What follows belongs to an exercise in optimizing a design on an open flow for small area; a production flow would make more cautious choices. Where RTL was checked, it was by simulation tests only, not by an equivalence proof against the original. For run 1, only the layout was checked, not whether the RTL still works. No activity file was given, so power comes from the tool's default toggle rates. The clock port is modelled as an ideal driver; clocking choices that lean on that would not hold on a real chip.

==> design.v <==
module apb_uart #(
    parameter SYSTEM_FREQUENCY = 50_000_000,
    parameter SAMPLING_RATE = 16
)(
    input pclk,
    input preset_n,
    input psel,
    input penable,
    input pwrite,
    input[11:0] paddr,
    input[3:0] pstrb,
    input[31:0] pwdata,
    output pready,
    output pslverr,
    output[31:0] prdata,
    output irq,
    output logic baud_o,
    output logic tick_rx,
    input cts_n,
    input rx,
    output tx,
    output rts_n
);
    localparam logic [11:0] ADDR_TDR = 12'h000;
    localparam logic [11:0] ADDR_RDR = 12'h004;
    localparam logic [11:0] ADDR_LCR = 12'h008;
    localparam logic [11:0] ADDR_OCR = 12'h00C;
    localparam logic [11:0] ADDR_LSR = 12'h010;
    localparam logic [11:0] ADDR_FCR = 12'h014;
    localparam logic [11:0] ADDR_IER = 12'h018;
    localparam logic [11:0] ADDR_IIR = 12'h01C;
    localparam logic [11:0] ADDR_HCR = 12'h020;
    logic psel_d, penable_d;
    always_ff @(posedge pclk or negedge preset_n) begin
        if (~preset_n) begin
            psel_d <= 0;
            penable_d <= 0;
        end else begin
            psel_d <= psel;
            penable_d <= penable;
        end
    end
    logic [1:0] apb_st;
    always_ff @(posedge pclk) begin
        if (~preset_n) apb_st <= 2'd0;
        else begin
            case (apb_st)
                2'd0: apb_st <= (psel_d & ~penable_d) ? 2'd1 : 2'd0;
                2'd1: apb_st <= ~psel_d ? 2'd0 : (penable_d ? 2'd2 : 2'd1);
                2'd2: apb_st <= 2'd3;
                default: apb_st <= 2'd0;
            endcase
        end
    end
    wire act = (apb_st == 2'd2);
    assign pready = (apb_st == 2'd3);
    wire a_tdr = paddr == ADDR_TDR;
    wire a_rdr = paddr == ADDR_RDR;
    wire a_lcr = paddr == ADDR_LCR;
    wire a_ocr = paddr == ADDR_OCR;
    wire a_lsr = paddr == ADDR_LSR;
    wire a_fcr = paddr == ADDR_FCR;
    wire a_ier = paddr == ADDR_IER;
    wire a_iir = paddr == ADDR_IIR;
    wire a_hcr = paddr == ADDR_HCR;
    wire a_wok = a_tdr | a_lcr | a_ocr | a_fcr | a_ier | a_hcr;
    wire a_rok = a_wok | a_rdr | a_lsr | a_iir;
    assign pslverr = pready & (pwrite ? ~a_wok : ~a_rok);
    logic [31:0] tdr, lcr, ocr, fcr, ier, hcr;
    logic [31:0] prdata_r;
    logic [7:0]  rdr;
    logic [6:0]  lsr;
    logic [2:0]  iir;
    assign prdata = prdata_r;
    wire wr = act & pwrite;
    wire rd = act & ~pwrite;
    wire [31:0] wdata = pwdata & {32{preset_n}};
    wire [3:0] bwe = {4{wr}} & pstrb;
    always_ff @(posedge pclk) begin
        for (int i = 0; i < 4; i++) begin
            if (~preset_n | (bwe[i] & a_tdr)) tdr[8*i +: 8] <= wdata[8*i +: 8];
            if (~preset_n | (bwe[i] & a_lcr)) lcr[8*i +: 8] <= wdata[8*i +: 8];
            if (~preset_n | (bwe[i] & a_fcr)) fcr[8*i +: 8] <= wdata[8*i +: 8];
            if (~preset_n | (bwe[i] & a_ier)) ier[8*i +: 8] <= wdata[8*i +: 8];
            if (~preset_n | (bwe[i] & a_hcr)) hcr[8*i +: 8] <= wdata[8*i +: 8];
        end
        if (~preset_n | (bwe[0] & a_ocr)) begin
            ocr[7:2] <= wdata[7:2];
            ocr[0] <= wdata[0];
        end
        for (int i = 1; i < 4; i++)
            if (~preset_n | (bwe[i] & a_ocr)) ocr[8*i +: 8] <= wdata[8*i +: 8];
        if (~preset_n) ocr[1] <= 1'b0;
        else if (bwe[0] & a_ocr) ocr[1] <= pwdata[1];
        else if (ocr[1]) ocr[1] <= 1'b0;
    end
    wire [8:0] rsel = {a_hcr, a_iir, a_ier, a_fcr, a_lsr, a_ocr, a_lcr, a_rdr, a_tdr} & {9{preset_n}};
    wire [31:0] rd_mux = ({32{rsel[0]}} & tdr)
                       | ({32{rsel[1]}} & {24'b0, rdr})
                       | ({32{rsel[2]}} & lcr)
                       | ({32{rsel[3]}} & ocr)
                       | ({32{rsel[4]}} & {25'b0, lsr})
                       | ({32{rsel[5]}} & fcr)
                       | ({32{rsel[6]}} & ier)
                       | ({32{rsel[7]}} & {29'b0, iir})
                       | ({32{rsel[8]}} & hcr);
    always_ff @(posedge pclk) begin
        if (~preset_n | rd) prdata_r <= rd_mux;
    end
    wire cpu_read_rdr  = pready & ~pwrite & a_rdr;
    wire cpu_write_tdr = pready & pwrite & a_tdr;
    wire cpu_read_lsr  = pready & ~pwrite & a_lsr;
    wire cpu_read_iir  = pready & ~pwrite & a_iir;
    logic [6:0] prdata_prev;
    always_ff @(posedge pclk) begin
        prdata_prev[0] <= prdata_r[0];
        prdata_prev[2] <= prdata_r[2];
        prdata_prev[3] <= prdata_r[3];
        prdata_prev[5] <= prdata_r[5];
        prdata_prev[6] <= prdata_r[6];
    end
    assign prdata_prev[1] = 1'b0;
    assign prdata_prev[4] = 1'b0;
    logic [2:0] baud_prev;
    logic baud_changed, baud_dflt;
    always_ff @(posedge pclk) begin
        if (~preset_n) begin
            baud_prev <= 3'd0;
            baud_changed <= 1'b0;
            baud_dflt <= 1'b1;
        end else begin
            baud_changed <= (lcr[7:5] != baud_prev);
            baud_prev <= lcr[7:5];
            if (baud_changed) baud_dflt <= 1'b0;
        end
    end
    wire [2:0] bsel = baud_dflt ? 3'd6 : baud_prev;
    function automatic [7:0] lo_next(input [7:0] s);
        lo_next = {s[6:0], ~(s[7] ^ s[5] ^ s[4] ^ s[3])};
    endfunction
    function automatic [5:0] hi_next(input [5:0] s);
        hi_next = {s[4:0], ~(s[5] ^ s[4])};
    endfunction
    function automatic [9:0] rx_next(input [9:0] s);
        rx_next = {s[8:0], ~(s[9] ^ s[6])};
    endfunction
    function automatic [7:0] lo_state(input integer n);
        integer i;
        begin
            lo_state = 8'd0;
            for (i = 0; i < n; i = i + 1) lo_state = lo_next(lo_state);
        end
    endfunction
    function automatic [5:0] hi_state(input integer n);
        integer i;
        begin
            hi_state = 6'd0;
            for (i = 0; i < n; i = i + 1) hi_state = hi_next(hi_state);
        end
    endfunction
    function automatic [9:0] rx_state(input integer n);
        integer i;
        begin
            rx_state = 10'd0;
            for (i = 0; i < n; i = i + 1) rx_state = rx_next(rx_state);
        end
    endfunction
    localparam integer TX_BASE = SYSTEM_FREQUENCY / 230400;
    localparam logic [7:0] LO_END = lo_state(TX_BASE - 1);
    localparam logic [5:0] HI_END0 = hi_state((SYSTEM_FREQUENCY / 4800) / TX_BASE - 1);
    localparam logic [5:0] HI_END1 = hi_state((SYSTEM_FREQUENCY / 9600) / TX_BASE - 1);
    localparam logic [5:0] HI_END2 = hi_state((SYSTEM_FREQUENCY / 14400) / TX_BASE - 1);
    localparam logic [5:0] HI_END3 = hi_state((SYSTEM_FREQUENCY / 19200) / TX_BASE - 1);
    localparam logic [5:0] HI_END4 = hi_state((SYSTEM_FREQUENCY / 38400) / TX_BASE - 1);
    localparam logic [5:0] HI_END5 = hi_state((SYSTEM_FREQUENCY / 57600) / TX_BASE - 1);
    localparam logic [5:0] HI_END6 = hi_state((SYSTEM_FREQUENCY / 115200) / TX_BASE - 1);
    localparam logic [5:0] HI_END7 = hi_state((SYSTEM_FREQUENCY / 230400) / TX_BASE - 1);
    localparam logic [9:0] RX_END0 = rx_state(SYSTEM_FREQUENCY / (16 * 4800) - 1);
    localparam logic [9:0] RX_END1 = rx_state(SYSTEM_FREQUENCY / (16 * 9600) - 1);
    localparam logic [9:0] RX_END2 = rx_state(SYSTEM_FREQUENCY / (16 * 14400) - 1);
    localparam logic [9:0] RX_END3 = rx_state(SYSTEM_FREQUENCY / (16 * 19200) - 1);
    localparam logic [9:0] RX_END4 = rx_state(SYSTEM_FREQUENCY / (16 * 38400) - 1);
    localparam logic [9:0] RX_END5 = rx_state(SYSTEM_FREQUENCY / (16 * 57600) - 1);
    localparam logic [9:0] RX_END6 = rx_state(SYSTEM_FREQUENCY / (16 * 115200) - 1);
    localparam logic [9:0] RX_END7 = rx_state(SYSTEM_FREQUENCY / (16 * 230400) - 1);
    logic [5:0] hi_end;
    logic [9:0] rx_end;
    always_comb begin
        case (bsel)
            3'd0: begin hi_end = HI_END0; rx_end = RX_END0; end
            3'd1: begin hi_end = HI_END1; rx_end = RX_END1; end
            3'd2: begin hi_end = HI_END2; rx_end = RX_END2; end
            3'd3: begin hi_end = HI_END3; rx_end = RX_END3; end
            3'd4: begin hi_end = HI_END4; rx_end = RX_END4; end
            3'd5: begin hi_end = HI_END5; rx_end = RX_END5; end
            3'd6: begin hi_end = HI_END6; rx_end = RX_END6; end
            default: begin hi_end = HI_END7; rx_end = RX_END7; end
        endcase
    end
    logic [7:0] counter_lo;
    logic [5:0] counter_hi;
    logic [9:0] counter_rx;
    wire lo_wrap = (counter_lo == LO_END);
    wire tx_wrap = lo_wrap & (counter_hi == hi_end);
    wire rx_wrap = (counter_rx == rx_end);
    always_ff @(posedge pclk) begin
        if (~preset_n | baud_changed | lo_wrap) counter_lo <= 8'd0;
        else counter_lo <= lo_next(counter_lo);
        if (~preset_n | baud_changed | tx_wrap) counter_hi <= 6'd0;
        else if (lo_wrap) counter_hi <= hi_next(counter_hi);
        baud_o <= preset_n & ~baud_changed & tx_wrap;
    end
    always_ff @(posedge pclk) begin
        if (~preset_n | baud_changed | rx_wrap) counter_rx <= 10'd0;
        else counter_rx <= rx_next(counter_rx);
        tick_rx <= preset_n & ~baud_changed & rx_wrap;
    end
    logic [3:0] lcr_d;
    always_ff @(posedge pclk) lcr_d <= lcr[3:0];
    logic [3:0] ds_d;      
    always_comb begin
        case (lcr_d[1:0])
            2'b00: ds_d = 4'd5;
            2'b01: ds_d = 4'd6;
            2'b10: ds_d = 4'd7;
            default: ds_d = 4'd8;
        endcase
    end
    wire [3:0] rx_total_d = ds_d + {3'b0, lcr_d[3]} + (lcr_d[2] ? 4'd2 : 4'd1);
    wire [3:0] tx_total_d = rx_total_d + 4'd1;
    logic cpu_write_tdr_d;
    logic tdr_empty;
    logic fifo_rx_pop;
    logic write_data_d1, write_data_d2;
    logic cts_s1, cts_sync;
    always_ff @(posedge pclk or negedge preset_n) begin
        if (~preset_n) cpu_write_tdr_d <= 1'b0;
        else cpu_write_tdr_d <= cpu_write_tdr;
    end
    always_ff @(posedge pclk) begin
        if (~preset_n) begin
            write_data_d1 <= 1'b0;
            write_data_d2 <= 1'b0;
            cts_s1 <= 1'b0;
            cts_sync <= 1'b0;
        end else begin
            write_data_d1 <= cpu_write_tdr_d;
            write_data_d2 <= write_data_d1;
            cts_s1 <= cts_n;
            cts_sync <= cts_s1;
        end
    end
    wire cts_eff = hcr[0] ? cts_sync : 1'b0;
    logic [7:0] txf_mem [0:15];
    logic [3:0] txf_rd, txf_wr;
    logic [4:0] txf_cnt;
    wire fifo_tx_empty = (txf_cnt == 5'd0);
    wire fifo_tx_full  = (txf_cnt == 5'd16);
    wire tx_finish;
    wire txf_push = fcr[0] & ~write_data_d1 & write_data_d2;
    wire txf_pop  = fcr[0] & tx_finish & ~fifo_tx_empty;
    always_ff @(posedge pclk) begin
        if (~preset_n | fcr[2]) begin
            txf_rd <= 4'd0;
            txf_wr <= 4'd0;
            txf_cnt <= 5'd0;
        end else begin
            if (txf_push & ~fifo_tx_full) begin
                txf_wr <= txf_wr + 4'd1;
                txf_cnt <= txf_cnt + 5'd1;
            end
            if (txf_pop & ~fifo_tx_empty) begin
                txf_rd <= txf_rd + 4'd1;
                txf_cnt <= txf_cnt - 5'd1;
            end
        end
    end
    always_ff @(posedge pclk) begin
        if (preset_n & ~fcr[2] & txf_push & ~fifo_tx_full)
            txf_mem[txf_wr] <= tdr[7:0];
    end
    logic tx_busy, tx_busy_d, tx_busy_pulse;
    wire [7:0] tx_data_mux = fcr[0] ? txf_mem[txf_rd] : tdr[7:0];
    wire start_tx = fcr[0] ? (ocr[1] | (~fifo_tx_empty & tx_busy_pulse)) : ocr[1];
    always_ff @(posedge pclk) begin
        if (~preset_n) begin
            tx_busy_d <= 1'b0;
            tx_busy_pulse <= 1'b0;
            tx_busy <= 1'b0;
        end else begin
            tx_busy_d <= tx_busy;
            tx_busy_pulse <= ~tx_busy & tx_busy_d;
            if (tx_finish) tx_busy <= 1'b0;
            else if (start_tx & ocr[0]) tx_busy <= 1'b1;
        end
    end
    logic [7:0] tx_data;
    always_comb begin
        case (lcr[1:0])
            2'b00: tx_data = {3'b111, tx_data_mux[4:0]};
            2'b01: tx_data = {2'b11, tx_data_mux[5:0]};
            2'b10: tx_data = {1'b1, tx_data_mux[6:0]};
            default: tx_data = tx_data_mux;
        endcase
    end
    logic [7:0] sampled_data;
    logic tick_d;
    always_ff @(posedge pclk) begin
        if (~preset_n) begin
            sampled_data <= 8'd0;
            tick_d <= 1'b0;
        end else begin
            sampled_data <= tx_data;
            tick_d <= baud_o;
        end
    end
    logic [2:0] tx_st;
    localparam logic [2:0] T_IDLE = 3'd0, T_CTS = 3'd1, T_WAIT = 3'd2, T_START = 3'd3,
                           T_DATA = 3'd4, T_PARITY = 3'd5, T_STOP = 3'd6, T_FINISH = 3'd7;
    wire trans_en = (tx_st == T_START) | (tx_st == T_DATA) | (tx_st == T_PARITY) | (tx_st == T_STOP);
    assign tx_finish = (tx_st == T_FINISH);
    wire shift_en = trans_en & baud_o;
    logic [3:0] cnt_tx;
    always_ff @(posedge pclk) begin
        if (~preset_n) cnt_tx <= 4'd0;
        else if (shift_en) cnt_tx <= cnt_tx + 4'd1;
        else if (~trans_en) cnt_tx <= 4'd0;
    end
    logic par_calc;
    always_comb begin
        case (lcr[1:0])
            2'b00: par_calc = ^sampled_data[4:0];
            2'b01: par_calc = ^sampled_data[5:0];
            2'b10: par_calc = ^sampled_data[6:0];
            default: par_calc = ^sampled_data[7:0];
        endcase
    end
    wire parity_bit = lcr[4] ? par_calc : ~par_calc;
    wire trans_data_fi = (cnt_tx == ds_d + 4'd1);
    wire trans_stop_fi = (cnt_tx == tx_total_d);
    wire load_d0 = (cnt_tx == 4'd0) | (lcr[3] & ~parity_bit & trans_data_fi);
    wire load_en = (cnt_tx == 4'd1);
    logic load_d0_s, load_en_s, trans_data_fi_s, trans_stop_fi_s;
    logic start_tx_d, start_en_d, start_en_d1;
    always_ff @(posedge pclk) begin
        if (~preset_n) begin
            load_d0_s <= 1'b0;
            load_en_s <= 1'b0;
            trans_data_fi_s <= 1'b0;
            trans_stop_fi_s <= 1'b0;
            start_tx_d <= 1'b0;
            start_en_d <= 1'b0;
            start_en_d1 <= 1'b0;
        end else begin
            load_d0_s <= load_d0;
            load_en_s <= load_en;
            trans_data_fi_s <= trans_data_fi;
            trans_stop_fi_s <= trans_stop_fi;
            start_tx_d <= start_tx;
            start_en_d <= start_tx_d & ~start_tx;
            start_en_d1 <= start_en_d;
        end
    end
    always_ff @(posedge pclk) begin
        if (~preset_n) tx_st <= T_IDLE;
        else begin
            case (tx_st)
                T_IDLE:   tx_st <= ocr[0] ? T_CTS : T_IDLE;
                T_CTS:    tx_st <= ~cts_eff ? T_WAIT : (~ocr[0] ? T_IDLE : T_CTS);
                T_WAIT:   tx_st <= cts_eff ? T_CTS : (~ocr[0] ? T_IDLE : (start_en_d1 ? T_START : T_WAIT));
                T_START:  tx_st <= tick_d ? T_DATA : T_START;
                T_DATA:   tx_st <= (trans_data_fi_s & lcr[3]) ? T_PARITY :
                                   (trans_data_fi_s & ~lcr[3]) ? T_STOP : T_DATA;
                T_PARITY: tx_st <= tick_d ? T_STOP : T_PARITY;
                T_STOP:   tx_st <= trans_stop_fi_s ? T_FINISH : T_STOP;
                default:  tx_st <= (ocr[0] & ~cts_eff & start_en_d1) ? T_START :
                                   (ocr[0] & ~cts_eff) ? T_WAIT : (ocr[0] ? T_CTS : T_IDLE);
            endcase
        end
    end
    logic [7:0] piso;
    always_ff @(posedge pclk) begin
        if (~preset_n) piso <= 8'hFF;
        else if (shift_en) begin
            piso[7:1] <= load_en_s ? sampled_data[7:1] : {1'b1, piso[7:2]};
            piso[0] <= load_d0_s ? 1'b0 : (load_en_s ? sampled_data[0] : piso[1]);
        end
    end
    assign tx = piso[0];
    logic rx_s1, rx_sync, rx_d1;
    always_ff @(posedge pclk) begin
        if (~preset_n) begin
            rx_s1 <= 1'b0;
            rx_sync <= 1'b0;
            rx_d1 <= 1'b0;
        end else begin
            rx_s1 <= rx;
            rx_sync <= rx_s1;
            rx_d1 <= rx_sync;
        end
    end
    wire start_bit_detected = rx_d1 & ~rx_sync;
    logic [3:0] clk_div;
    always_ff @(posedge pclk) begin
        if (~preset_n) clk_div <= 4'd0;
        else if (tick_rx) clk_div <= clk_div + 4'd1;
    end
    wire clk_1x = (clk_div == 4'b1111) & tick_rx;
    wire clk_2x = (clk_div == 4'b1110) & tick_rx;
    logic [2:0] rx_st;
    localparam logic [2:0] R_IDLE = 3'd0, R_RTS = 3'd1, R_SCAN = 3'd2, R_WAIT_START = 3'd3,
                           R_DATA = 3'd4, R_PARITY = 3'd5, R_STOP = 3'd6, R_FINISH = 3'd7;
    wire receive_en = (rx_st == R_DATA) | (rx_st == R_PARITY) | (rx_st == R_STOP);
    wire receive_data_en = (rx_st == R_DATA);
    wire rx_valid = (rx_st == R_FINISH);
    wire data_receive_en = clk_1x & receive_en;
    wire shift_receive_en = clk_1x & receive_data_en;
    logic [3:0] count_data;
    wire receive_data_fi = (count_data == ds_d);
    wire receive_total_fi = (count_data == rx_total_d);
    always_ff @(posedge pclk) begin
        if (~preset_n) count_data <= 4'd0;
        else if (data_receive_en) count_data <= count_data + 4'd1;
        else if (receive_total_fi) count_data <= 4'd0;
    end
    logic [7:0] rx_shift;
    always_ff @(posedge pclk) begin
        if (~preset_n) rx_shift <= 8'd0;
        else if (shift_receive_en) rx_shift <= {rx_sync, rx_shift[7:1]};
    end
    logic [7:0] rx_data;
    always_comb begin
        case (lcr[1:0])
            2'b00: rx_data = {3'b000, rx_shift[7:3]};
            2'b01: rx_data = {2'b00, rx_shift[7:2]};
            2'b10: rx_data = {1'b0, rx_shift[7:1]};
            default: rx_data = rx_shift;
        endcase
    end
    logic parity_check_s, stop1_s, stop2_s;
    logic parity_err, stop_bit_err;
    logic [7:0] receiver_data;
    wire parity_check = receive_data_fi & data_receive_en;
    wire stop1_check = (count_data == ds_d + {3'b0, lcr[3]}) & data_receive_en;
    wire stop2_check = (count_data == ds_d + {3'b0, lcr[3]} + 4'd1) & data_receive_en;
    wire expected_parity = (^rx_data) ^ lcr[4];
    always_ff @(posedge pclk) begin
        if (~preset_n) begin
            parity_check_s <= 1'b0;
            stop1_s <= 1'b0;
            stop2_s <= 1'b0;
            parity_err <= 1'b0;
            stop_bit_err <= 1'b0;
        end else begin
            parity_check_s <= parity_check;
            stop1_s <= stop1_check;
            stop2_s <= stop2_check;
            parity_err <= lcr[3] & parity_check_s & expected_parity;
            stop_bit_err <= (stop1_s & ~rx_sync) | (lcr[2] & stop2_s & ~rx_sync);
        end
    end
    always_ff @(posedge pclk) begin
        if (~preset_n) receiver_data <= 8'd0;
        else if (receive_total_fi) receiver_data <= rx_data;
    end
    always_ff @(posedge pclk) begin
        if (~preset_n) rx_st <= R_IDLE;
        else begin
            case (rx_st)
                R_IDLE:       rx_st <= ocr[2] ? R_RTS : R_IDLE;
                R_RTS:        rx_st <= ~rts_n ? R_SCAN : (~ocr[2] ? R_IDLE : R_RTS);
                R_SCAN:       rx_st <= rts_n ? R_RTS : (~ocr[2] ? R_IDLE : (start_bit_detected ? R_WAIT_START : R_SCAN));
                R_WAIT_START: rx_st <= clk_1x ? R_DATA : R_WAIT_START;
                R_DATA:       rx_st <= (receive_data_fi & lcr[3]) ? R_PARITY :
                                       (receive_data_fi & ~lcr[3]) ? R_STOP : R_DATA;
                R_PARITY:     rx_st <= clk_2x ? R_STOP : R_PARITY;
                R_STOP:       rx_st <= receive_total_fi ? R_FINISH : R_STOP;
                default:      rx_st <= (ocr[2] & ~rts_n & start_bit_detected) ? R_WAIT_START :
                                       (ocr[2] & ~rts_n) ? R_SCAN : (ocr[2] ? R_RTS : R_IDLE);
            endcase
        end
    end
    logic [7:0] rxf_mem [0:15];
    logic [3:0] rxf_rd, rxf_wr;
    logic [4:0] rxf_cnt;
    wire fifo_rx_empty = (rxf_cnt == 5'd0);
    wire fifo_rx_full  = (rxf_cnt == 5'd16);
    logic [4:0] trig_level;
    always_comb begin
        case (fcr[4:3])
            2'd0: trig_level = 5'd1;
            2'd1: trig_level = 5'd4;
            2'd2: trig_level = 5'd8;
            default: trig_level = 5'd14;
        endcase
    end
    wire fifo_rx_triggered = (rxf_cnt >= trig_level);
    wire rxf_push = fcr[0] & rx_valid;
    always_ff @(posedge pclk) begin
        if (~preset_n | fcr[1]) begin
            rxf_rd <= 4'd0;
            rxf_wr <= 4'd0;
            rxf_cnt <= 5'd0;
        end else begin
            if (rxf_push & ~fifo_rx_full) begin
                rxf_wr <= rxf_wr + 4'd1;
                rxf_cnt <= rxf_cnt + 5'd1;
            end
            if (fifo_rx_pop & ~fifo_rx_empty) begin
                rxf_rd <= rxf_rd + 4'd1;
                rxf_cnt <= rxf_cnt - 5'd1;
            end
        end
    end
    always_ff @(posedge pclk) begin
        if (preset_n & ~fcr[1] & rxf_push & ~fifo_rx_full)
            rxf_mem[rxf_wr] <= receiver_data;
    end
    wire [7:0] rxf_out = rxf_mem[rxf_rd];
    wire trigger_lt_14 = ~(fcr[3] & fcr[4]);
    logic rdr_empty;
    logic rts_r;
    assign rts_n = rts_r;
    always_ff @(posedge pclk) begin
        if (~preset_n) rts_r <= 1'b0;
        else if (hcr[0]) begin
            if (hcr[1]) rts_r <= 1'b0;
            else if ((~fcr[0] & ~rdr_empty) | (fcr[0] & (trigger_lt_14 & fifo_rx_triggered) | (~trigger_lt_14 & fifo_rx_triggered)))
                rts_r <= 1'b1;
            else if ((~fcr[0] & rdr_empty) | (fcr[0] & (trigger_lt_14 & rts_r & fifo_rx_empty) | (~trigger_lt_14 & ~fifo_rx_triggered)))
                rts_r <= 1'b0;
        end
    end
    logic fifo_rx_pop_d;
    logic data_valid_d, data_o_valid;
    logic [7:0] data_received;
    wire negedge_rx_pop = ~fifo_rx_pop & fifo_rx_pop_d;
    wire fifo_rx_overrun = fcr[0] & fifo_rx_full & rx_valid;
    wire [7:0] msg = fcr[0] ? rxf_out : receiver_data;
    wire data_valid = fcr[0] ? ((fifo_rx_empty & rx_valid) | (~fifo_rx_empty & negedge_rx_pop)) : rx_valid;
    always_ff @(posedge pclk) begin
        if (~preset_n) begin
            fifo_rx_pop_d <= 1'b0;
            data_valid_d <= 1'b0;
            data_o_valid <= 1'b0;
            data_received <= 8'd0;
        end else begin
            fifo_rx_pop_d <= fifo_rx_pop;
            data_valid_d <= data_valid;
            data_o_valid <= data_valid_d;
            if (data_valid_d) data_received <= msg;
        end
    end
    wire lsr1_set = (~fcr[0] & ~rdr_empty) | (fcr[0] & ~fifo_rx_empty);
    wire lsr4_set = (~fcr[0] & tdr_empty) | (fcr[0] & fifo_tx_empty);
    wire lsr5_set = fcr[0] & parity_err & stop_bit_err;
    wire lsr6_set = (~fcr[0] & ~rdr_empty & data_o_valid) | fifo_rx_overrun;
    wire lsr0_reset = cpu_read_lsr & ~prdata_prev[0] & prdata_r[0];
    wire lsr1_reset = (~fcr[0] & rdr_empty) | (fcr[0] & fifo_rx_empty);
    wire lsr2_reset = cpu_read_lsr & ~prdata_prev[2] & prdata_r[2];
    wire lsr3_reset = cpu_read_lsr & ~prdata_prev[3] & prdata_r[3];
    wire lsr4_reset = (~fcr[0] & ~tdr_empty) | (fcr[0] & ~fifo_tx_empty);
    wire lsr5_reset = cpu_read_lsr & ~prdata_prev[5] & prdata_r[5];
    wire lsr6_reset = cpu_read_lsr & ~prdata_prev[6] & prdata_r[6];
    always_ff @(posedge pclk or negedge preset_n) begin
        if (~preset_n) begin
            tdr_empty <= 1'b1;
            fifo_rx_pop <= 1'b0;
            lsr <= 7'd0;
            rdr <= 8'd0;
            rdr_empty <= 1'b1;
            iir <= 3'b001;
        end else begin
            if (cpu_write_tdr_d) tdr_empty <= 1'b0;
            else if ((~fcr[0] & ~tdr_empty & ocr[1]) | (fcr[0] & ocr[1] & fifo_tx_empty)) tdr_empty <= 1'b1;
            fifo_rx_pop <= cpu_read_rdr & ~fifo_rx_empty;
            if (tx_finish) lsr[0] <= 1'b1;
            if (lsr0_reset) lsr[0] <= 1'b0;
            if (lsr1_set) lsr[1] <= 1'b1;
            if (lsr1_reset) lsr[1] <= 1'b0;
            if (parity_err) lsr[2] <= 1'b1;
            if (lsr2_reset) lsr[2] <= 1'b0;
            if (stop_bit_err) lsr[3] <= 1'b1;
            if (lsr3_reset) lsr[3] <= 1'b0;
            if (lsr4_set) lsr[4] <= 1'b1;
            if (lsr4_reset) lsr[4] <= 1'b0;
            if (lsr5_set) lsr[5] <= 1'b1;
            if (lsr5_reset) lsr[5] <= 1'b0;
            if (lsr6_set) lsr[6] <= 1'b1;
            if (lsr6_reset) lsr[6] <= 1'b0;
            if (data_o_valid) begin
                rdr <= data_received;
                rdr_empty <= 1'b0;
            end else if (cpu_read_rdr) begin
                rdr_empty <= 1'b1;
            end
            if (cpu_read_iir) iir <= 3'b001;
            else if (ier[2] & (lsr[2] | lsr[3] | lsr[5] | lsr[6])) iir <= 3'b110;
            else if (ier[0] & ~rdr_empty) iir <= 3'b100;
            else if (ier[1] & tdr_empty & ocr[1]) iir <= 3'b010;
        end
    end
    assign irq = ~iir[0];
endmodule
==> flow/run.sh <==
#!/bin/bash
# Standard ORFS layout (the standard.sh) with two changes:
#  - ports are buffered with the smallest buffer instead of clkdlybuf4s50_1;
#  - clock tree: clkbuf_16 leaf clusters and no dummy loads.
# Every tool's output is written to a log file in this folder.
set -euo pipefail
export BUFFER_PORTS_ARGS="-buffer_cell sky130_fd_sc_hd__buf_1"
export CTS_ARGS="-sink_clustering_enable -repair_clock_nets -buf_list sky130_fd_sc_hd__clkbuf_16 -sink_clustering_size 30 -sink_clustering_max_diameter 100 -dont_use_dummy_load"
bash standard.sh > flow_make.log 2>&1
==> standard.sh <==
#!/bin/bash
# synth_recipe.tcl (not shown) runs the flow's synth.tcl, then flattens the netlist and writes it again
# the make line also repeats each setting of config.mk as NAME=value (left out here)
make -C /OpenROAD-flow-scripts/flow DESIGN_CONFIG=/design/flow/config.mk WORK_HOME=/design/flow/orfs CLKGATE_MAP_FILE= SYNTH_SCRIPT=/design/flow/synth_recipe.tcl "${@:-finish}"
==> config.mk <==
export PLATFORM = sky130hd
export DESIGN_NAME = apb_uart
export DESIGN_NICKNAME = apb_uart
export VERILOG_FILES = /design/flow/design.v
export SDC_FILE = /design/flow/constraint.sdc
export NUM_CORES = 4
export LEC_CHECK = 0
export CAP_MARGIN = 20
export CORE_MARGIN = 2
export CORE_UTILIZATION = 70
export SLEW_MARGIN = 20
export SYNTH_HIERARCHICAL = 1
==> constraint.sdc <==
create_clock -name core_clock -period 20.0 [get_ports {pclk}]
set_input_delay 4.0000 -clock core_clock [delete_from_list [all_inputs] [get_ports {pclk}]]
set_output_delay 4.0000 -clock core_clock [all_outputs]
set_load 0.01 [all_outputs]
==> results of run 1 <==
## layout by cell type, fill, tap and decap left out, drive strengths merged, types with 40 or more instances in the layout
cell type | synthesis | final
a21oi | 40 | 40
a22oi | 73 | 73
and2 | 61 | 61
buf | 41 | 123
dfxtp | 162 | 162
edfxtp | 479 | 479
inv | 41 | 41
mux2i | 61 | 61
mux4 | 79 | 79
nand2 | 83 | 83
nand3 | 45 | 45
nor2 | 112 | 112
nor2b | 42 | 42
o21ai | 66 | 66
xnor2 | 43 | 43
## through the flow
stage          utilization [%]  area (um2)
2_1_floorplan                -       27070
3_3_place_gp             72.67       27890
3_5_place_dp             72.69       27890
4_1_cts                  74.38       28540
5_1_grt                  74.38       28550
6_report                 74.38       28550
## final cells by class
| class | count | area [um2] | share of cell area (%) |
|---|---|---|---|
| tap | 518 | 648.1 | 2.270 |
| timing repair buffer | 124 | 585.6 | 2.051 |
| clock buffer | 26 | 650.6 | 2.279 |
| multi-input combinational | 1022 | 8269 | 28.97 |
| inverter | 41 | 156.4 | 0.5479 |
| sequential | 665 | 18240 | 63.88 |
## cells by family (layout without fill, tap and decap cells)
family | after synthesis | after routing | share of synthesized area [%]
AO/OA/AOI/OAI | 278 | 278 | 7.105
XOR/XNOR | 76 | 76 | 2.510
adder cells (fa/ha/maj) | 39 | 39 | 1.969
buffers and inverters | 140 | 191 | 2.256
flip-flops | 665 | 665 | 67.36
multiplexers | 157 | 157 | 9.537
AND/OR/NAND/NOR | 472 | 472 | 9.264
## sequential cells by signal (all words and copies together) (netlist names), 6 cells and up, named ones only
| register | cells |
|---|---|
| counter_hi | 6 |
| counter_lo | 8 |
| counter_rx | 10 |
| data_received | 8 |
| fcr | 32 |
| hcr | 32 |
| ier | 32 |
| lcr | 32 |
| lsr | 7 |
| ocr | 32 |
| piso | 8 |
| prdata_r | 32 |
| rdr | 8 |
| receiver_data | 8 |
| rx_shift | 8 |
| rxf_mem | 128 |
| sampled_data | 8 |
| tdr | 32 |
| txf_mem | 128 |
## power groups by stage
stage / sequential (W) / clock, W / combinational, W
2_1_floorplan: 0.00156 / 0 / 0.0000776
3_3_place_gp: 0.00158 / 0 / 0.000103
3_5_place_dp: 0.00158 / 0 / 0.000106
4_1_cts: 0.00155 / 0.000626 / 0.000107
5_1_grt: 0.00155 / 0.000668 / 0.000117
6_report: 0.00155 / 0.000614 / 0.000107
## worst paths after layout
path	startpoint	end	slack (ns)	cells past startpoint
worst max-delay path	paddr[4]	pslverr	10.09	7
worst min-delay path	prdata_r[5]$_DFFE_PP_	prdata_prev[5]$_DFF_P_	0.42	0
worst max register to register	lcr_d[0]$_DFF_P_	rx_st[0]$_SDFF_PN0_	16.43	9
worst min register to register	prdata_r[5]$_DFFE_PP_	prdata_prev[5]$_DFF_P_	0.42	0
max in group asynchronous	preset_n	tdr_empty$_DFFE_PN1P_	15.58	2
min in group asynchronous	preset_n	psel_d$_DFF_PN0_	3.48	1
## per-layer routing
layer / up-vias / GRT usage (%) / routed length, um
li1: 6989 / - / -
met1: 7742 / 41.28 / 24040
met2: 488 / 45.81 / 27300
met3: 78 / 2.808 / 3261
met4: 0 / 7.725 / 1417
met5: - / 0 / 0
==> flow_metrics.env, run 1 <==
export IMPL_status="timing/DRC/antenna clean"
export IMPL_layout_drive_gt1_share_pct=10.17
export IMPL_end_kind="primary output"
export IMPL_crit_top_cell="buf_1"
export IMPL_cp_required_ns=16.00
export IMPL_whs_ns=0.4160
export IMPL_power_frac_seq_pct=68.2
export IMPL_worst_slew_pin_slew_ns=1.260
export IMPL_cts_resized=0
export IMPL_ys_async_sr_fraction_pct=3.609
export IMPL_grt_pass1_wl_um=87020
export IMPL_ant_nets=0
export IMPL_post_place_ws_ns=10.21
export IMPL_min_path_type="register to register"
export IMPL_synth_largest_area_cell="edfxtp_1"
export IMPL_num_vias=15300
export IMPL_leakagePower_nw=9.568
export IMPL_clkPwrFrac_pct=27.0
export IMPL_route_detailed_drc=0
export IMPL_power_total_w=0.002272
export IMPL_fill_cells=2428
export IMPL_layout_nets=1974
export IMPL_crit_chain="buf_1 > nor2b_1 > and3_1 > nand2_1 > nand4_1 > a2111oi_0 > buf_1"
export IMPL_cp_top_family="simple AND/OR/NAND/NOR gates"
export IMPL_slowest_delay_ns=0.60
export IMPL_drt_pass1_iterations=7
export IMPL_setup_slack_ns=10.09
export IMPL_clk_pin_slew_ns=0.10
export IMPL_setup_viol=0
export IMPL_ir_worst_vdd_mv=0.08170
export IMPL_drtIter0Drc=1421
export IMPL_grt_pass1_vias=15140
export IMPL_tns_ns=0
export IMPL_maxCapViolCount=0
export IMPL_io_buffers=93
export IMPL_slew_headroom_pct=15.38
export IMPL_die_w_um=200.6
export IMPL_ioPinCount=94
export IMPL_clock_path_buffers=3
export IMPL_start_kind="primary input"
export IMPL_dieArea_um2=40250
export IMPL_path_buf_inv=2
export IMPL_power_internal_w=0.001793
export IMPL_worstPathMaxFanout=11
export IMPL_crit_slowest_cell="a2111oi_0"
export IMPL_cts_sinks=665
export IMPL_synthesis_nets=1921
export IMPL_cts_root_buf="clkbuf_16"
export IMPL_min_period_ns=9.911
export IMPL_routed_wl_um=56020
export IMPL_grtUsageTotal_pct=28.03
export IMPL_crit_arrival_ns=5.91
export IMPL_yosysSeqAreaShare_pct=67.36
export IMPL_synth_area_um2=27070
export IMPL_finClkSkew_ns=0.05701
export IMPL_yosysMostFrequentCell="edfxtp_1"
export IMPL_design_core_area_um2=38380
export IMPL_dp_cells=2370
export IMPL_yosys_top_cells_count="edfxtp_1, dfxtp_1, nor2_1"
export IMPL_cts_hold_buf=0
export IMPL_hold_violations=0
export IMPL_fmax_mhz=100.9
export IMPL_fp_row_count=72
export IMPL_ys_flop_type="edfxtp_1"
export IMPL_rsz0062_at_grt="false"
export IMPL_grt_start_max_net_pins=62
export IMPL_overflow=0
export IMPL_cts_tree="yes"
export IMPL_power_switching_w=0.0004788
export IMPL_avgViaCountPerCell=6.384
export IMPL_stdcell_count=2396
export IMPL_ys_warn_count=9
export IMPL_die_h_um=200.6
export IMPL_antenna_found_initial=0
export IMPL_cts_buffers=26
export IMPL_synth_area_leaders="edfxtp_1, dfxtp_1, mux4_2, mux2i_1, a22oi_1"
export IMPL_diodes=0
export IMPL_synthCells=1827
export IMPL_final_period_utilization_pct=49.55
export IMPL_area_growth_pct=5.469
export IMPL_routedWlPerCell_um=23.38
export IMPL_avgSynthCellArea_um2=14.81
export IMPL_start_util_pct=70.53
export IMPL_synth_edf_count=479
export IMPL_clk_latency_ns=0.60
export IMPL_dp_hpwl_um=37710
export IMPL_h_tree_depth=1
export IMPL_powerDensity_nw_per_um2=79.58
export IMPL_critPathKind="primary input to primary output"
export IMPL_synth_cell_types=86
export IMPL_cts_setup_buffers=0
export IMPL_ys_ff_latch=665
export IMPL_pwr_share_comb_pct=4.7
export IMPL_netlist_area_leader_share_pct=53.14
export IMPL_slew_viol_final=0
export IMPL_place_gp_congestion=0.9506
export IMPL_switching_share_pct=21.08
==> run 2: changes to the inputs <==
--- a/design.v
+++ b/design.v
@@ -242,13 +242,13 @@
             write_data_d1 <= 1'b0;
             write_data_d2 <= 1'b0;
-            cts_s1 <= 1'b0;
-            cts_sync <= 1'b0;
         end else begin
             write_data_d1 <= cpu_write_tdr_d;
             write_data_d2 <= write_data_d1;
-            cts_s1 <= cts_n;
-            cts_sync <= cts_s1;
         end
     end
+    always_ff @(posedge pclk) begin
+        cts_s1 <= cts_n;
+        cts_sync <= cts_s1;
+    end
     wire cts_eff = hcr[0] ? cts_sync : 1'b0;
     logic [7:0] txf_mem [0:15];
@@ -284,14 +284,9 @@
     wire start_tx = fcr[0] ? (ocr[1] | (~fifo_tx_empty & tx_busy_pulse)) : ocr[1];
     always_ff @(posedge pclk) begin
-        if (~preset_n) begin
-            tx_busy_d <= 1'b0;
-            tx_busy_pulse <= 1'b0;
-            tx_busy <= 1'b0;
-        end else begin
-            tx_busy_d <= tx_busy;
-            tx_busy_pulse <= ~tx_busy & tx_busy_d;
-            if (tx_finish) tx_busy <= 1'b0;
-            else if (start_tx & ocr[0]) tx_busy <= 1'b1;
-        end
+        if (~preset_n) tx_busy <= 1'b0;
+        else if (tx_finish) tx_busy <= 1'b0;
+        else if (start_tx & ocr[0]) tx_busy <= 1'b1;
+        tx_busy_d <= tx_busy;
+        tx_busy_pulse <= ~tx_busy & tx_busy_d;
     end
     logic [7:0] tx_data;
@@ -307,11 +302,6 @@
     logic tick_d;
     always_ff @(posedge pclk) begin
-        if (~preset_n) begin
-            sampled_data <= 8'd0;
-            tick_d <= 1'b0;
-        end else begin
-            sampled_data <= tx_data;
-            tick_d <= baud_o;
-        end
+        sampled_data <= tx_data;
+        tick_d <= baud_o;
     end
     logic [2:0] tx_st;
@@ -344,13 +334,5 @@
     logic start_tx_d, start_en_d, start_en_d1;
     always_ff @(posedge pclk) begin
-        if (~preset_n) begin
-            load_d0_s <= 1'b0;
-            load_en_s <= 1'b0;
-            trans_data_fi_s <= 1'b0;
-            trans_stop_fi_s <= 1'b0;
-            start_tx_d <= 1'b0;
-            start_en_d <= 1'b0;
-            start_en_d1 <= 1'b0;
-        end else begin
+        begin
             load_d0_s <= load_d0;
             load_en_s <= load_en;
@@ -390,9 +372,5 @@
     logic rx_s1, rx_sync, rx_d1;
     always_ff @(posedge pclk) begin
-        if (~preset_n) begin
-            rx_s1 <= 1'b0;
-            rx_sync <= 1'b0;
-            rx_d1 <= 1'b0;
-        end else begin
+        begin
             rx_s1 <= rx;
             rx_sync <= rx_s1;
@@ -544,12 +522,11 @@
             data_valid_d <= 1'b0;
             data_o_valid <= 1'b0;
-            data_received <= 8'd0;
         end else begin
             fifo_rx_pop_d <= fifo_rx_pop;
             data_valid_d <= data_valid;
             data_o_valid <= data_valid_d;
-            if (data_valid_d) data_received <= msg;
         end
     end
+    always_ff @(posedge pclk) if (data_valid_d) data_received <= msg;
     wire lsr1_set = (~fcr[0] & ~rdr_empty) | (fcr[0] & ~fifo_rx_empty);
     wire lsr4_set = (~fcr[0] & tdr_empty) | (fcr[0] & fifo_tx_empty);
==> run 2 against run 1 <==
  * Clock power about the same
  * Via count down 2.3%
  * Non-clock buffer count down 7
  * Critical path depth up 1
  * Count of clock-buffer cells in the layout unchanged
  * Critical path type unchanged
==> flow_metrics.env, run 2 <==
export IMPL_power_switching_w=0.0004747
export IMPL_slew_headroom_pct=30.84
export IMPL_ioPinCount=94
export IMPL_layout_nets=1910
export IMPL_synth_area_um2=26790
export IMPL_power_internal_w=0.001794
export IMPL_yosys_top_cells_count="edfxtp_1, dfxtp_1, nor2_1"
export IMPL_clkPwrFrac_pct=27.0
export IMPL_yosysSeqAreaShare_pct=68.36
export IMPL_drt_pass1_iterations=9
export IMPL_ys_flop_type="edfxtp_1"
export IMPL_clk_latency_ns=0.61
export IMPL_end_kind="primary output"
export IMPL_die_w_um=199.6
export IMPL_slew_viol_final=0
export IMPL_synth_area_leaders="edfxtp_1, dfxtp_1, mux4_2, a222oi_1, dfrtp_1"
export IMPL_drtIter0Drc=1488
export IMPL_critPathKind="primary input to primary output"
export IMPL_path_buf_inv=2
export IMPL_powerDensity_nw_per_um2=80.36
export IMPL_synthesis_nets=1855
export IMPL_crit_chain="buf_1 > nor4_2 > nand2_1 > nor3_1 > o21ai_0 > nand4_1 > nor3_1 > buf_1"
export IMPL_rsz0062_at_grt="false"
export IMPL_num_vias=14940
export IMPL_start_kind="primary input"
export IMPL_synth_largest_area_cell="edfxtp_1"
export IMPL_routedWlPerCell_um=23.71
export IMPL_fp_row_count=71
export IMPL_netlist_area_leader_share_pct=54.59
export IMPL_worst_slew_pin_slew_ns=1.035
export IMPL_design_core_area_um2=37670
export IMPL_setup_viol=0
export IMPL_final_period_utilization_pct=48.95
export IMPL_synth_edf_count=487
export IMPL_clock_path_buffers=3
export IMPL_antenna_found_initial=0
export IMPL_power_frac_seq_pct=68.6
export IMPL_tns_ns=0
export IMPL_maxCapViolCount=0
export IMPL_yosysMostFrequentCell="edfxtp_1"
export IMPL_avgSynthCellArea_um2=15.22
export IMPL_cts_sinks=665
export IMPL_cp_top_family="simple AND/OR/NAND/NOR gates"
export IMPL_synthCells=1760
export IMPL_finClkSkew_ns=0.06076
export IMPL_die_h_um=199.6
export IMPL_h_tree_depth=1
export IMPL_cts_root_buf="clkbuf_16"
export IMPL_post_place_ws_ns=10.26
export IMPL_crit_arrival_ns=5.79
export IMPL_route_detailed_drc=0
export IMPL_stdcell_count=2324
export IMPL_grt_pass1_vias=14820
export IMPL_synth_cell_types=85
export IMPL_status="timing/DRC/antenna clean"
export IMPL_ant_nets=0
export IMPL_cts_buffers=26
export IMPL_cts_setup_buffers=0
export IMPL_reg_top3="rxf_mem (128), txf_mem (128)"
export IMPL_start_util_pct=71.12
export IMPL_fmax_mhz=102.1
export IMPL_dp_hpwl_um=36410
export IMPL_layout_common_cells="edfxtp_1, dfxtp_1, nor2_1"
export IMPL_grtUsageTotal_pct=28.55
export IMPL_worstPathMaxFanout=8
export IMPL_min_period_ns=9.790
export IMPL_io_buffers=93
export IMPL_setup_slack_ns=10.21
export IMPL_area_growth_pct=5.390
export IMPL_clk_pin_slew_ns=0.11
export IMPL_fill_cells=2388
export IMPL_cts_tree="yes"
export IMPL_ys_async_sr_fraction_pct=3.609
export IMPL_ir_worst_vdd_mv=0.06659
export IMPL_switching_share_pct=20.92
export IMPL_leakagePower_nw=9.540
export IMPL_grt_start_max_net_pins=67
export IMPL_cts_resized=0
export IMPL_dp_cells=2298
export IMPL_routed_wl_um=55110
export IMPL_pwr_share_comb_pct=4.4
export IMPL_avgViaCountPerCell=6.429
export IMPL_hold_violations=0
export IMPL_cts_hold_buf=0
export IMPL_grt_pass1_wl_um=85080
export IMPL_dieArea_um2=39850
export IMPL_ys_ff_latch=665
export IMPL_diodes=0
export IMPL_final_common_cell="edfxtp_1"
export IMPL_crit_slowest_cell="nor3_1"
export IMPL_place_gp_congestion=0.9088
export IMPL_ys_warn_count=9
export IMPL_slowest_delay_ns=0.65
export IMPL_min_path_type="register to register"
export IMPL_layout_drive_gt1_share_pct=11.42
export IMPL_overflow=0
export IMPL_cp_required_ns=16.00
==> run 2: area by class of cell <==
cell class              instances  area, um2  share of cell area [%]
flip-flops and latches        665      18320                   64.88
repair buffers                117      533.0                   1.888
clock buffers                  26      650.6                   2.305
well taps                     511      639.4                   2.265
inverters                      48      180.2                  0.6382
multi-input cells             957       7911                   28.02
==> run 2: metal layers <==
metal	routed length [um]	global-route usage [%]
met3	3098	3.241
met1	23230	40.04
met5	0	0
met4	1281	7.380
met2	27500	48.53
==> run 2: worst paths after layout <==
path,start,endpoint,slack [ns],cells after the start
setup / recovery,paddr[7],pslverr,10.21,8
hold / removal,rx_s1$_DFF_P_,rx_sync$_DFF_P_,0.34,0
setup reg to reg,rx_st[1]$_SDFF_PN0_,rxf_mem[13][1]$_DFFE_PP_,16.96,4
hold reg to reg,rx_s1$_DFF_P_,rx_sync$_DFF_P_,0.34,0
max in group asynchronous,preset_n,rdr_empty$_DFFE_PN1P_,15.36,3
min in group asynchronous,preset_n,rdr[4]$_DFFE_PN0P_,3.65,2
==> run 2: per-stage QoR <==
stage	utilization [%]	total power, W	hold slack [ns]	cell area [um2]
floorplan	-	0.001643	0.3096	26790
global placement	73.22	0.001682	0.3099	27580
detailed placement	73.22	0.001686	0.3132	27580
CTS	74.94	0.002278	0.3398	28230
global route	74.95	0.002338	0.3524	28230
finish	74.95	0.002269	0.3372	28230
==> run 2: power groups by stage <==
| stage | Sequential [W] | Combinational [W] | Clock (W) |
|---|---|---|---|
| 6_report | 0.00156 | 0.000101 | 0.000612 |
| 5_1_grt | 0.00156 | 0.000112 | 0.000665 |
| 4_1_cts | 0.00156 | 0.000101 | 0.000622 |
| 3_5_place_dp | 0.00159 | 0.000100 | 0 |
| 3_3_place_gp | 0.00158 | 0.0000981 | 0 |
| 2_1_floorplan | 0.00157 | 0.0000753 | 0 |
==> run 2: cells by family (layout without fill, tap and decap cells) <==
logic type               after synthesis  after routing  share of synthesized area [%]
buffers and inverters                138            191                          2.261
AND/OR/NAND/NOR                      452            452                          8.595
multiplexers                         151            151                          9.608
adder cells (fa/ha/maj)               40             40                          2.065
AO/OA/AOI/OAI                        239            239                          6.610
flip-flops                           665            665                          68.36
XOR/XNOR                              75             75                          2.504
==> run 3: changes to the inputs <==
==> flow/run.sh (replaced) <==
#!/bin/bash
# The standard ORFS layout (standard.sh) with three changes:
#  - synthesis maps the logic with an area-oriented ABC script (flow/area.abc)
#    instead of ORFS's speed script; everything else in synthesis, including
#    the flip-flop mapping and register names, is ORFS's own synth.tcl;
#  - ports are buffered with the smallest buffer instead of clkdlybuf4s50_1;
#  - clock tree: clkbuf_16 leaf clusters and no dummy loads.
# Each tool's output goes to a log file in this folder (and ORFS's own logs).
set -euo pipefail
here=$(pwd)
# ORFS synth.tcl, with the logic-mapping ABC call pointed at our script
sed 's|^\(\s*\)log_cmd abc {\*}\$abc_args|\1lset abc_args 1 '"$here"'/flow/area.abc\n\1log_cmd abc {*}$abc_args|' \
  "$FLOW_HOME/scripts/synth.tcl" > "$here/synth_area.tcl"
grep -q "flow/area.abc" "$here/synth_area.tcl"
sed 's|source \$::env(SCRIPTS_DIR)/synth.tcl|source '"$here"'/synth_area.tcl|' synth_recipe.tcl > "$here/synth_recipe_area.tcl"
grep -q "synth_area.tcl" "$here/synth_recipe_area.tcl"
sed 's|SYNTH_SCRIPT=[^ ]*|SYNTH_SCRIPT='"$here"'/synth_recipe_area.tcl|' standard.sh > "$here/standard_area.sh"
grep -q "synth_recipe_area.tcl" "$here/standard_area.sh"
export BUFFER_PORTS_ARGS="-buffer_cell sky130_fd_sc_hd__buf_1"
export CTS_ARGS="-sink_clustering_enable -repair_clock_nets -buf_list sky130_fd_sc_hd__clkbuf_16 -sink_clustering_size 30 -sink_clustering_max_diameter 100 -dont_use_dummy_load"
bash "$here/standard_area.sh" > flow_make.log 2>&1
==> flow/area.abc (new file) <==
&get -n
&st
&dch -f
&nf -R 1000
&put
==> run 3 against run 2 <==
  * Now fails the layout checks on antenna violations
  * Count of clock-buffer cells in the layout unchanged
  * Via count increased by 0.52%
  * Die area fell by 3.5%
  * Sequential power is essentially flat
  * Hold slack improved by 0.0020 ns
  * Non-clock buffer count grew 9
  * Synthesized area shrank 3.5%
  * Flip-flop and latch count is the same
  * Final cell count fell by 2.5%
  * Critical path type unchanged
  * Synthesized cell count down 6.8%
  * Highest routed layer unchanged
  * Critical path depth is the same
  * Combinational power is 4% higher
==> flow_metrics.env, run 3 <==
export IMPL_status="failed layout checks"
export IMPL_violations="antenna violations"
export IMPL_synthesis_nets=1736
export IMPL_hp_start="cts_s1$_DFF_P_"
export IMPL_ant_nets=1
export IMPL_ys_warn_count=9
export IMPL_crit_top_cell="buf_1"
export IMPL_ioPinCount=94
export IMPL_clkPwrFrac_pct=26.7
export IMPL_slew_viol_final=0
export IMPL_synth_largest_area_cell="edfxtp_1"
export IMPL_worstPathMaxFanout=6
export IMPL_leakagePower_nw=9.251
export IMPL_power_internal_w=0.001799
export IMPL_clock_path_buffers=3
export IMPL_end_kind="primary output"
export IMPL_min_period_ns=9.928
export IMPL_final_common_cell="edfxtp_1"
export IMPL_dieArea_um2=38470
export IMPL_ys_async_sr_fraction_pct=3.609
export IMPL_antenna_found_initial=0
export IMPL_power_frac_seq_pct=68.7
export IMPL_cts_hold_buf=0
export IMPL_dp_hpwl_um=36000
export IMPL_pwr_share_comb_pct=4.6
export IMPL_ir_worst_vdd_mv=0.06560
export IMPL_cts_buffers=26
export IMPL_worstHoldEndpoint="cts_sync$_DFF_P_"
export IMPL_io_buffers=93
export IMPL_setup_viol=0
export IMPL_clk_latency_ns=0.59
export IMPL_grt_pass1_vias=14660
export IMPL_crit_arrival_ns=5.93
export IMPL_synth_area_um2=25840
export IMPL_drtIter0Drc=1553
export IMPL_cts_tree="yes"
export IMPL_die_w_um=196.1
export IMPL_use_met2_pct=47.66
export IMPL_switching_share_pct=20.83
export IMPL_overflow=0
export IMPL_die_h_um=196.1
export IMPL_hold_violations=0
export IMPL_avgViaCountPerCell=6.628
export IMPL_yosysMostFrequentCell="edfxtp_1"
export IMPL_synthCells=1641
export IMPL_critPathKind="primary input to primary output"
export IMPL_synth_area_leaders="edfxtp_1, dfxtp_1, mux4_2, a222oi_1, dfrtp_1"
export IMPL_h_tree_depth=1
export IMPL_cts_resized=0
export IMPL_power_switching_w=0.0004732
export IMPL_start_kind="primary input"
export IMPL_worst_slew_pin_slew_ns=1.094
export IMPL_hold_path_cell_count=0
export IMPL_num_vias=15020
export IMPL_grt_pass1_wl_um=83550
export IMPL_layout_drive_gt1_share_pct=8.924
export IMPL_drt_pass1_iterations=8
export IMPL_layout_common_cells="edfxtp_1, dfxtp_1, nor2_1"
export IMPL_powerDensity_nw_per_um2=81.83
export IMPL_crit_slowest_cell="nor4b_1"
export IMPL_postPlaceCellArea_um2=27100
export IMPL_place_gp_congestion=0.8608
export IMPL_finClkSkew_ns=0.06433
export IMPL_routed_wl_um=54720
export IMPL_grt_start_max_net_pins=64
export IMPL_layout_nets=1890
export IMPL_fmax_mhz=100.7
export IMPL_start_util_pct=70.76
export IMPL_netlist_area_leader_share_pct=56.59
export IMPL_routedWlPerCell_um=24.15
export IMPL_ys_flop_type="edfxtp_1"
export IMPL_ys_ff_latch=665
export IMPL_area_growth_pct=7.442
export IMPL_worstReg2RegStart="tx_st[2]$_SDFF_PN0_"
export IMPL_synth_edf_count=487
export IMPL_clk_pin_slew_ns=0.10
export IMPL_synth_cell_types=55
export IMPL_final_period_utilization_pct=49.64
export IMPL_route_detailed_drc=0
export IMPL_cts_root_buf="clkbuf_16"
export IMPL_reg2reg_to="txf_cnt[4]$_SDFFE_PP0P_"
export IMPL_cts_sinks=665
export IMPL_ff2ff_path_depth=9
export IMPL_min_path_type="register to register"
export IMPL_slew_headroom_pct=26.82
export IMPL_fp_row_count=70
export IMPL_cts_setup_buffers=0
export IMPL_r2r_slack_ns=16.73
export IMPL_avgSynthCellArea_um2=15.75
export IMPL_rsz0062_at_grt="false"
export IMPL_crit_chain="buf_1 > nor4b_1 > nand2_1 > or2_0 > nor2b_1 > nand4_1 > a21oi_1 > buf_1"
export IMPL_final_cell_area_um2=27770
export IMPL_met1_usage_pct=41.80
export IMPL_maxCapViolCount=0
export IMPL_yosys_top_cells_count="edfxtp_1, dfxtp_1, nor2_1"
export IMPL_design_core_area_um2=36520
export IMPL_slowest_delay_ns=0.72
export IMPL_cp_required_ns=16.00
export IMPL_grt_util_met3_pct=3.077
export IMPL_yosysSeqAreaShare_pct=70.86
export IMPL_grtUsageTotal_pct=28.66
export IMPL_reg_top3="rxf_mem (128), txf_mem (128)"
export IMPL_grt_busiest_layer="met2"
export IMPL_tns_ns=0
run 3: cell count changes in the layout (fill, tap and decap cells not counted), moves of 19 or more:
cell | previous run | this run
and2_1 | 58 | 0
mux2_1 | 0 | 21
clkinv_1 | 1 | 42
mux2i_1 | 40 | 20
o21ai_0 | 41 | 60
mux2_2 | 29 | 0
a21oi_1 | 40 | 64
inv_1 | 45 | 0
and2_0 | 0 | 47
run 3: stage by stage:
step                      setup WS, ns  power, W  util, %  hold slack, ns  instances
final                            10.07  0.002272    76.02          0.3392       2266
after global routing             9.984  0.002339    75.99          0.3528       2261
after CTS                        10.14  0.002279    75.99          0.3393       2261
after detailed placement         10.15  0.001695    74.21          0.3157       2235
after global placement           10.31  0.001689    74.21          0.3101       2235
after floorplan                  10.72  0.001644        -          0.3096       1641
run 3: worst max path at each step:
stage,to,start,cells past startpoint
floorplan,pslverr,paddr[9],6
global placement,pslverr,paddr[9],8
detailed placement,pslverr,paddr[9],8
CTS,pslverr,paddr[9],8
global route,pslverr,paddr[5],8
finish,pslverr,paddr[5],8
run 3: per-layer routing:
layer,share of wire (%),routed length [um]
met5,0,0
met3,6.6,3592
met4,2.3,1241
met2,49,27030
met1,42,22870
run 3: power groups by stage:
stage | Combinational, W | Clock, W | Sequential, W
final | 0.000105 | 0.000607 | 0.00156
after floorplan | 0.0000664 | 0 | 0.00158
after global routing | 0.000116 | 0.000658 | 0.00156
after global placement | 0.000102 | 0 | 0.00159
after CTS | 0.000105 | 0.000615 | 0.00156
after detailed placement | 0.000104 | 0 | 0.00159
run 3: logic make-up after synthesis:
family | after synthesis | synth area share, %
AND/OR/NAND/NOR | 432 | 8.086
multiplexers | 121 | 8.662
flip-flops | 665 | 70.86
buffers and inverters | 42 | 0.6100
AO/OA/AOI/OAI | 272 | 7.306
XOR/XNOR | 69 | 2.339
adder cells (fa/ha/maj) | 40 | 2.140
run 3: area by class of cell:
class                   count  area [um2]
diodes                      5       12.51
repair buffers            126       600.6
clock buffers              26       650.6
flip-flops and latches    665       18320
well taps                 468       585.6
fillers                  2171        8757
inverters                  42       157.7
multi-input cells         934        7442
run 3: critical path, delay by kind of cell:
| family | cells | cell delay (ns) |
|---|---|---|
| AO/OA/AOI/OAI | 1 | 0.06 |
| buffers and inverters | 2 | 0.22 |
| AND/OR/NAND/NOR | 5 | 1.65 |
==> run 4: changes to the inputs <==
--- a/design.v
+++ b/design.v
@@ -281,5 +281,10 @@
     end
     logic tx_busy, tx_busy_d, tx_busy_pulse;
-    wire [7:0] tx_data_mux = fcr[0] ? txf_mem[txf_rd] : tdr[7:0];
+    logic [7:0] txf_out;
+    always_comb begin
+        txf_out = 8'd0;
+        for (int i = 0; i < 16; i++) txf_out = txf_out | (txf_mem[i] & {8{txf_rd == 4'(i)}});
+    end
+    wire [7:0] tx_data_mux = fcr[0] ? txf_out : tdr[7:0];
     wire start_tx = fcr[0] ? (ocr[1] | (~fifo_tx_empty & tx_busy_pulse)) : ocr[1];
     always_ff @(posedge pclk) begin
@@ -495,5 +500,9 @@
             rxf_mem[rxf_wr] <= receiver_data;
     end
-    wire [7:0] rxf_out = rxf_mem[rxf_rd];
+    logic [7:0] rxf_out;
+    always_comb begin
+        rxf_out = 8'd0;
+        for (int i = 0; i < 16; i++) rxf_out = rxf_out | (rxf_mem[i] & {8{rxf_rd == 4'(i)}});
+    end
     wire trigger_lt_14 = ~(fcr[3] & fcr[4]);
     logic rdr_empty;
==> flow/area.abc (replaced) <==
&get -n
&st
&dc2
&dch -f
&nf -R 1000
&put
==> run 4 against run 3 <==
  * The run now finishes clean
  * Clock skew is 0.014 ns lower
  * Maximum frequency is 3.6% higher
  * Routed wire length is 8.0% higher
  * Design area is 2.2% lower
  * Count of clock-buffer cells in the layout is 1 lower
  * Synthesized area is 2.0% lower
  * Critical path type unchanged
  * Critical endpoint unchanged
  * Largest power group unchanged
  * Highest routed layer unchanged
==> flow_metrics.env, run 4 <==
export IMPL_synthCells=1772
export IMPL_clk_pin_slew_ns=0.11
export IMPL_slew_viol_final=0
export IMPL_yosys_top_cells_count="edfxtp_1, dfxtp_1, nand2_1"
export IMPL_final_cell_area_um2=27160
export IMPL_start_util_pct=71.18
export IMPL_design_core_area_um2=35570
export IMPL_netlist_area_leader_share_pct=57.76
export IMPL_dieArea_um2=37710
export IMPL_slew_headroom_pct=26.23
export IMPL_powerDensity_nw_per_um2=83.10
export IMPL_synth_edf_count=487
export IMPL_start_kind="primary input"
export IMPL_cts_root_buf="clkbuf_16"
export IMPL_die_w_um=194.2
export IMPL_fmax_mhz=104.3
export IMPL_overflow=0
export IMPL_final_period_utilization_pct=47.92
export IMPL_synth_largest_area_cell="edfxtp_1"
export IMPL_crit_arrival_ns=5.58
export IMPL_setup_viol=0
export IMPL_route_detailed_drc=0
export IMPL_min_period_ns=9.585
export IMPL_synth_area_um2=25320
export IMPL_yosysSeqAreaShare_pct=71.69
export IMPL_cts_setup_buffers=0
export IMPL_hold_violations=0
export IMPL_cts_resized=0
export IMPL_critPathKind="primary input to primary output"
export IMPL_ir_worst_vdd_mv=0.08624
export IMPL_num_vias=16100
export IMPL_cp_required_ns=16.00
export IMPL_grt_start_max_net_pins=82
export IMPL_layout_common_cells="edfxtp_1, dfxtp_1, nand2_1"
export IMPL_dr_wl_met2_um=29320
export IMPL_postPlaceCellArea_um2=26520
export IMPL_highest_layer="met4"
export IMPL_fp_row_count=69
export IMPL_yosysMostFrequentCell="edfxtp_1"
export IMPL_grt_pass1_vias=15540
export IMPL_rsz0062_at_grt="false"
export IMPL_ant_nets=0
export IMPL_synth_area_leaders="edfxtp_1, dfxtp_1, a222oi_1, dfrtp_1, nand2_1"
export IMPL_io_buffers=93
export IMPL_wl_met3_um=5153
export IMPL_layout_nets=2024
export IMPL_maxCapViolCount=0
export IMPL_ys_ff_latch=657
export IMPL_dp_hpwl_um=39600
export IMPL_leakagePower_nw=9.154
export IMPL_wl_met1_um=22410
export IMPL_synthesis_nets=1873
export IMPL_clock_path_buffers=3
export IMPL_drtIter0Drc=2175
export IMPL_clk_latency_ns=0.59
export IMPL_area_growth_pct=7.275
export IMPL_worstPathMaxFanout=5
export IMPL_drt_pass1_iterations=8
export IMPL_tns_ns=0
export IMPL_antenna_found_initial=1
export IMPL_routed_wl_um=59080
export IMPL_avgViaCountPerCell=6.757
export IMPL_end_kind="primary output"
export IMPL_cts_tree="yes"
export IMPL_avgSynthCellArea_um2=14.29
export IMPL_worst_slew_pin_slew_ns=1.103
export IMPL_ys_warn_count=9
export IMPL_grt_pass1_wl_um=89810
export IMPL_final_common_cell="edfxtp_1"
export IMPL_ys_flop_type="edfxtp_1"
export IMPL_cts_hold_buf=0
export IMPL_place_gp_congestion=0.9028
export IMPL_h_tree_depth=1
export IMPL_ys_async_sr_fraction_pct=3.653
export IMPL_die_h_um=194.2
export IMPL_ioPinCount=94
export IMPL_cts_buffers=25
export IMPL_fill_cells=2175
export IMPL_cts_sinks=657
export IMPL_status="timing/DRC/antenna clean"
export IMPL_layout_drive_gt1_share_pct=3.644
export IMPL_min_path_type="register to register"
export IMPL_reg_top3="rxf_mem (128), txf_mem (128)"
export IMPL_grtUsageTotal_pct=31.13
export IMPL_synth_cell_types=56
export IMPL_routedWlPerCell_um=24.79
export IMPL_finClkSkew_ns=0.04985
## run 4: cell count changes after synthesis, sizes merged, moves of 10 or more
cell,before,now
mux4,80,0
a22oi,20,55
nand2,107,139
and2,47,77
a222oi,65,92
nand4,14,39
o21ai,71,90
a221oi,0,17
a22o,0,15
xnor2,44,29
mux2,21,8
nor2,125,135
## run 4: report_power, final
| part | switching (W) | internal [W] | total, W |
|---|---|---|---|
| sequential | 0.0000408 | 0.00151 | 0.00156 |
| combinational | 0.0000683 | 0.0000394 | 0.000108 |
| clock | 0.000368 | 0.000226 | 0.000594 |
| total | 0.000477 | 0.00178 | 0.00226 |
## run 4: stage by stage
| stage | power [W] | utilization [%] | hold WS, ns | worst slack [ns] | cells |
|---|---|---|---|---|---|
| after floorplan | 0.001637 | - | 0.3096 | 10.79 | 1772 |
| after global placement | 0.001685 | 74.55 | 0.3138 | 10.49 | 2356 |
| after detailed placement | 0.001693 | 74.56 | 0.3121 | 10.41 | 2357 |
| after CTS | 0.002262 | 76.32 | 0.3483 | 10.42 | 2382 |
| after global routing | 0.002325 | 76.36 | 0.3512 | 10.28 | 2383 |
| final | 0.002257 | 76.36 | 0.3485 | 10.42 | 2383 |
## run 4: kinds of logic after synthesis
| logic type | count (synthesis) | synth area share [%] |
|---|---|---|
| fa+ha+maj | 46 | 2.481 |
| compound gates | 396 | 11.48 |
| flops | 657 | 71.69 |
| xor+xnor | 60 | 2.130 |
| simple gates | 544 | 10.61 |
| buf+inv | 47 | 0.6968 |
| mux | 22 | 0.9093 |
## run 4: worst paths after layout
| check | cells after the start | end | from | slack, ns |
|---|---|---|---|---|
| setup reg to reg | 5 | rxf_mem[3][3]$_DFFE_PP_ | fcr[0]$_DFFE_PP_ | 16.33 |
| hold reg to reg | 0 | cts_sync$_DFF_P_ | cts_s1$_DFF_P_ | 0.35 |
| max in group asynchronous | 3 | lsr[3]$_DFFE_PN0P_ | preset_n | 15.25 |
| hold / removal | 0 | cts_sync$_DFF_P_ | cts_s1$_DFF_P_ | 0.35 |
| setup / recovery | 7 | pslverr | paddr[9] | 10.42 |
| min in group asynchronous | 2 | psel_d$_DFF_PN0_ | preset_n | 3.57 |
## run 4: worst max-delay path, stage by stage
cell and delay, ns:
buf_1 0.06, or4_1 0.57, nor2_1 0.24, and3_1 0.34, o31a_1 0.18, nor4_1 0.05, buf_1 0.14
## run 4: final cells by class
class | instances | area (um2) | area share, %
Sequential cell | 657 | 18150 | 66.83
Multi-Input combinational cell | 1068 | 7044 | 25.94
Clock buffer | 25 | 625.6 | 2.303
Timing Repair Buffer | 124 | 583.1 | 2.147
Tap cell | 461 | 576.8 | 2.124
Inverter | 47 | 176.4 | 0.6496
Antenna cell | 1 | 2.502 | 0.009214
## run 4: metal layers
layer | GRT usage (%) | vias up
li1 | - | 7233
met1 | 42.53 | 7914
met2 | 52.30 | 822
met3 | 3.966 | 132
met4 | 11.08 | 0
met5 | 0 | -

==> static timing again, ports no longer ideal <==
In the flow no input, the clock included, has a driving cell. The finished layouts below were timed again as built, in two steps.
Step 1 assumes that a clkbuf_16 drives the clock port and a buf_2 every other input.
Step 2 also shifts input and output timing later by t, the mid clock arrival at the registers, as if the neighbouring blocks saw the same clock.
Three values: ideal ports, drivers, drivers and shift; two values: the first two.
run	t, ns	slack for setup (ns)	hold slack, ns	worst slew at a driven data input, ns	cell pins on the clock port's net
run 1	0.626	10.089 / 10.066 / 10.066	0.416 / 0.416 / 0.416	0.06	1
run 2	0.637	10.210 / 10.188 / 10.188	0.337 / 0.337 / 0.337	0.04	1
run 3	0.612	10.072 / 10.050 / 10.050	0.339 / 0.339 / 0.339	0.06	1
run 4	0.621	10.415 / 10.395 / 10.395	0.348 / 0.348 / 0.348	0.07	1
The setup slack of run 1, which loses most, moves by -0.023 ns with the drivers and by -0.023 ns with both steps.
